Source: an optimization exercise on an open RTL-to-GDS flow (aim: small area, a short achievable clock period and few clock cycles per item). Production flows keep margins and buffers that such runs may drop. Function was checked by simulation only, so behaviour that the tests miss may differ from the original.

## flow/design.v (module list and top-level ports; edited modules follow where they fit)
// module geofence: 439 lines
module geofence ( clk,reset,X,Y,valid,is_inside);
  // ...
==> flow/run.sh <==
#!/bin/bash
# synth_recipe.tcl (not shown) runs the flow's synth.tcl, then flattens the netlist and writes it again
# the make line also repeats each setting of config.mk as NAME=value (left out here)
make -C /OpenROAD-flow-scripts/flow DESIGN_CONFIG=/design/flow/config.mk WORK_HOME=/design/flow/orfs CLKGATE_MAP_FILE= SYNTH_SCRIPT=/design/flow/synth_recipe.tcl finish
==> flow/config.mk <==
export PLATFORM = sky130hd
export DESIGN_NAME = geofence
export DESIGN_NICKNAME = geofence
export VERILOG_FILES = /design/flow/design.v
export SDC_FILE = /design/flow/constraint.sdc
export NUM_CORES = 4
export LEC_CHECK = 0
export CAP_MARGIN = 20
export CORE_MARGIN = 2
export CORE_UTILIZATION = 40
export SETUP_SLACK_MARGIN = 5
export SLEW_MARGIN = 20
==> flow/constraint.sdc <==
create_clock -name core_clock -period 11.0 [get_ports {clk}]
set_input_delay 2.2000 -clock core_clock [delete_from_list [all_inputs] [get_ports {clk}]]
set_output_delay 2.2000 -clock core_clock [all_outputs]
set_load 0.01 [all_outputs]
==> metrics.cfg, run 1 <==
[status]
status=complete, no violations

[floorplan]
num_rows=72

[sta]
finClkSkew_ns=0.00921
finalMaxSlewViolations=0

[layout]
fillers=3517
seqCellArea_sq_um=2740
clk_share_pct=1.75
final-instance-count-excl-fill=2083
multi_input_area_share_pct=67.8
post-route-util_pct=47.2

[cts]
post_cts_resized=87
cts-root-buf=clkbuf_16

[setup_path]
cp_num_cells=20
critical_path.slowest_cell=fa_1
reg2reg_to=full$_DFFE_PP_
timing.rr.start=rmy[3]$_DFFE_PP_

[detailed_routing]
routed_wl_microns=40800
ant_nets=0

[hold_path]
hold_class=reg -> reg

[placed_design]
pre_cts_slack_ns=3.89

Testbench counts, summed over its fixed seeds: cycles 20,369, items 2,400.
==> inputs of run 2 (changes only) <==
--- a/flow/design.v
+++ b/flow/design.v
@@ -2,20 +2,25 @@
     input clk;
     input reset;
     input [9:0] X;
     input [9:0] Y;
     output reg valid;
     output reg is_inside;
     reg [3:0] cnt;           
     reg [9:0] ox, oy;        
-    reg wsx, wsy, rsx, rsy, lsx, lsy;
-    reg [9:0] wmx, wmy, rmx, rmy, lmx, lmy;
-    reg wzx, wzy, rzx, rzy, lzx, lzy;
+    reg wsx, wsy, wzx, wzy;
+    reg [9:0] wmx, wmy;
+    reg [23:0] wp, rq, lq;
+    reg ld_rq, ld_lq;
     reg full;
+    wire rsx, rsy, lsx, lsy, rzx, rzy, lzx, lzy;
+    wire [9:0] rmx, rmy, lmx, lmy;
+    assign {rsx, rmx, rzx, rsy, rmy, rzy} = ld_rq ? wp : rq;
+    assign {lsx, lmx, lzx, lsy, lmy, lzy} = ld_lq ? wp : lq;
     wire signed [10:0] dx = $signed({1'b0, X}) - $signed({1'b0, ox});
     wire signed [10:0] dy = $signed({1'b0, Y}) - $signed({1'b0, oy});
     wire [9:0] ax = dx[10] ? -dx[9:0] : dx[9:0];
     wire [9:0] ay = dy[10] ? -dy[9:0] : dy[9:0];
     wire r_s1 = rsx ^ wsy, r_s2 = rsy ^ wsx;
     wire l_s1 = lsx ^ wsy, l_s2 = lsy ^ wsx;
     wire r_z = (rzx | wzy) & (rzy | wzx);
     wire l_z = (lzx | wzy) & (lzy | wzx);
@@ -397,43 +402,42 @@
     wire cr_zero = (r_s1 == r_s2) ? dr_zero : r_z;
     wire cl_zero = (l_s1 == l_s2) ? dl_zero : l_z;
     wire cr_pos = !cr_neg && !cr_zero;
     wire cl_pos = !cl_neg && !cl_zero;
     wire w_zero = wzx && wzy;
     wire w_opp = ((wsx != rsx) && !wzx) || ((wsy != rsy) && !wzy);
     wire first = (cnt == 4'd2);
     wire step = (cnt >= 4'd3) && (cnt <= 4'd7);
-    wire set_l = !cl_neg;
-    wire set_r = cr_neg;
+    wire set_l = !cl_neg && !cr_neg;
+    wire set_r = cr_neg && cl_neg;
     wire to_full = w_zero
-                 || (!cl_neg && (cr_neg || cr_zero) && !(cl_zero && cr_zero && !w_opp));
+                 || (cl_pos && !cr_pos)
+                 || (cr_neg && !cl_neg)
+                 || (cr_zero && cl_zero && w_opp);
     always @(posedge clk or posedge reset) begin
         if (reset) begin
             cnt <= 4'd0;
             valid <= 1'b0;
         end else begin
             cnt <= valid ? 4'd0 : cnt + 4'd1;
             valid <= !valid && ((cnt == 4'd7) || ((cnt == 4'd5 || cnt == 4'd6) && (full || to_full)));
         end
     end
     always @(posedge clk) begin
         if (cnt == 4'd0) begin
             ox <= X;
             oy <= Y;
         end
         wsx <= dx[10]; wmx <= ax; wzx <= (dx == 11'sd0);
         wsy <= dy[10]; wmy <= ay; wzy <= (dy == 11'sd0);
-        if (first || (step && set_r)) begin
-            rsx <= wsx; rmx <= wmx; rzx <= wzx;
-            rsy <= wsy; rmy <= wmy; rzy <= wzy;
-        end
-        if (first || (step && set_l)) begin
-            lsx <= wsx; lmx <= wmx; lzx <= wzx;
-            lsy <= wsy; lmy <= wmy; lzy <= wzy;
-        end
+        wp <= {wsx, wmx, wzx, wsy, wmy, wzy};
+        rq <= {rsx, rmx, rzx, rsy, rmy, rzy};
+        lq <= {lsx, lmx, lzx, lsy, lmy, lzy};
+        ld_rq <= first || (step && set_r);
+        ld_lq <= first || (step && set_l);
         if (first)
             full <= w_zero;
         else if (step)
             full <= full || to_full;
         is_inside <= full || to_full;
     end
 endmodule
==> metrics.cfg, run 2 <==
[status]
status=complete, no violations

[setup_path]
cp.arrival_ns=6.60
reg2reg_to=full$_DFFE_PP_
cp.required_ns=11.15
critPathMaxFanout=6
r2r_slack_ns=4.55
startpoint_type=flip-flop
timing.rr.start=ld_lq$_DFF_P_
cp-end-kind=flip-flop
r2r_cells=22
path_class=reg -> reg

[floorplan]
io_pins=24
start_util_pct=40.5
coreArea_sq_um=40800
num_rows=74  ; +2.8%
die_h_microns=207
dieArea_sq_um=43000
dieWidth_microns=207

[layout]
mostFrequentLayoutCell=fa_1
nets=2120
syn_to_final_growth_pct=16.1
mostFrequentLayoutCells=288 x fa_1, 233 x inv_1, 211 x nor2b_1, 123 x nand2_1, 102 x ha_1
seqCellArea_sq_um=2750  ; +0.41%
fillers=3736  ; +6.2%
final-instance-count-excl-fill=2198  ; +5.5%
largestRegisters=lq: 24 flops, rq: 24 flops, wp: 24 flops
drive_above_1_share_pct=16.0
multi_input_area_sq_um=13100
design_area_sq_um=19200

[sta]
final_hold_viol_count=0
tightest_slew_ns=0.816
fin_crit_ns=6.45
finalHoldWorstSlack_ns=0.478
finalMaxSlewViolations=0  ; unchanged
finClkSkew_ns=0.0152  ; +0.00595 ns
max_freq_ghz=0.155
fin_crit_sh_pct=58.6
setup_violations=0
setup_tns_ns=0
rsz0062_at_grt=yes
slew_headroom_pct=45.6

[global_routing]
grt_max_degree=22
grt-busiest-layer=met2
grtUsageMet3_pct=3.74
use_met2_pct=36.5
overflow=0
grtUsageTotal_pct=21.2
grt_pass1_wl_microns=70600
grt_use_met1_pct=27.5
grt_pass1_vias=12940
antenna_found_initial=1

[synthesis]
yosysTopAreaCell=fa_1
ys_ff_latch=125
synth_warnings=1
async_reset_ff_share_pct=4.00
synth_common_cells=340 x fa_1, 237 x inv_1, 216 x nor2b_1
synth_cell_type_count=55
synth_area_sq_um=16500
syn_avg_cell_area_sq_um=10.4
synth.most_common_cell=fa_1
syn_inst=1587
ys.flop_type=dfxtp_1
synth.top_cell.area_share_pct=41.1
synth_edf_count=21
synth_area_leaders=fa_1 41%, dfxtp_1 12%, nor2b_1 8.2%
ys_seq_area_share_pct=16.5
synth_fp_nets=2055

[detailed_routing]
wl_per_cell_microns=19.6
drt_iter0_drc=713
routed_wl_microns=43200  ; +5.9%
dr_total_vias=11203
dr.pass1.iters=6
viasPerCell=5.10
ant_nets=0  ; unchanged
drc=0

[hold_path]
hold_class=reg -> reg
min_to=lq[12]$_DFF_P_
holdPathStages=1
holdCritStartpoint=lq[12]$_DFF_P_

[cts]
cts_tree=done
path_clk_slew_ns=0.06
cts_num_sinks=125
cts_buffers=17
clk_path_buf_depth=2
clk_latency_ns=0.42
h-tree-depth=4
cts-root-buf=clkbuf_16

[placed_design]
dpl.cell_count=2091
portBuffers=23
dpl-instance-area_sq_um=17600
gp_congestion=0.839
place_hpwl_microns=31400

[job]
cap_viol_max_count=0

==> run 2: worst max path at each step <==
stage | start | to | slack, ns | depth (start not counted)
final | ld_lq$_DFF_P_ | full$_DFFE_PP_ | 4.55 | 22
after detailed placement | ld_lq$_DFF_P_ | ld_rq$_DFF_P_ | 3.59 | 17
after CTS | ld_lq$_DFF_P_ | full$_DFFE_PP_ | 4.62 | 28
after floorplan | ld_lq$_DFF_P_ | ld_rq$_DFF_P_ | 4.89 | 22
after global placement | ld_lq$_DFF_P_ | ld_rq$_DFF_P_ | 3.39 | 19
after global routing | ld_lq$_DFF_P_ | full$_DFFE_PP_ | 4.36 | 23
==> run 2: cell families after synthesis <==
logic type	after synthesis	synth area share, %
AND/OR/NAND/NOR	498	16.7
adder cells (fa/ha/maj)	446	49.2
buffers and inverters	317	7.26
flip-flops	125	16.5
AO/OA/AOI/OAI	90	3.65
XOR/XNOR	58	3.16
multiplexers	53	3.51
==> run 2: per-stage QoR <==
step	setup WS, ns	utilization, %
floorplan	4.89	-
global placement	3.39	43.1
detailed placement	3.59	43.1
CTS	4.62	46.6
global route	4.36	47.0
finish	4.55	47.0
==> run 2: layout make-up <==
cell class / instances / share of cell area (%)
multi-input cells: 1146 / 68.3
clock buffers: 18 / 2.29
well taps: 532 / 3.47
flip-flops and latches: 125 / 14.3
inverters: 237 / 4.63
clock inverters: 14 / 0.880
repair buffers: 125 / 6.12
diodes: 1 / 0.0130
==> run 2: timing repair <==
| action | CTS | global route |
|---|---|---|
| resized for setup | 38 | 37 |
| gates cloned | 2 | 0 |
| pin swaps | 15 | 25 |
| hold buffers | 0 | 0 |
| endpoints found under the setup margin | 5 | 5 |
| setup buffers | 67 | 5 |
==> run 2: worst max-delay path, stage by stage (launching register included) <==
cell      delay, ns
dfxtp_4        0.38
buf_12         0.14
buf_12         0.13
mux2i_4        0.29
buf_6          0.14
nor2b_1        0.04
fa_1           0.48
fa_2           0.41
fa_2           0.40
fa_2           0.43
fa_2           0.52
inv_1          0.05
fa_2           0.34
fa_2           0.57
inv_2          0.04
fa_2           0.39
or3_4          0.35
nor4_4         0.21
nand4_1        0.24
mux2i_1        0.27
nor2b_1        0.09
a21boi_2       0.18
a22oi_2        0.09
==> run 2: routing by layer <==
layer  vias to the layer above  part of all wire, %
li1                       5023                    -
met1                      5745                   41
met2                       370                   50
met3                        65                  6.1
met4                         0                  2.1
met5                         -                    0
Testbench counts of run 2, summed over its fixed seeds: cycles 20,369, items 2,400.

==> afterwards: timing with drivers on the ports <==
No port has a modelled driver above. Below, the same layouts with a new extraction and two added sets of constraints. Step 1 assumes that a clkbuf_16 drives the clock port and a buf_2 every other input. Step 2 moves the port delays by t, midway between the first and last clock arrival at a register: inputs arrive t later, outputs are due t later. That takes back most of the time a late clock gives input paths. Three values: ideal, step 1, step 2; two values: the first two.
| run | t, ns | setup WS [ns] | worst hold slack (ns) | worst register clock-pin slew, ns | pins driven straight from the clock port |
|---|---|---|---|---|---|
| run 1 | 0.390 | 4.681 / 4.681 / 4.681 | 0.515 / 0.515 / 0.515 | 0.08 / 0.08 | 1 |
| run 2 | 0.459 | 4.549 / 4.549 / 4.549 | 0.478 / 0.478 / 0.478 | 0.07 / 0.07 | 1 |
After both steps setup and hold are still met in every run listed.
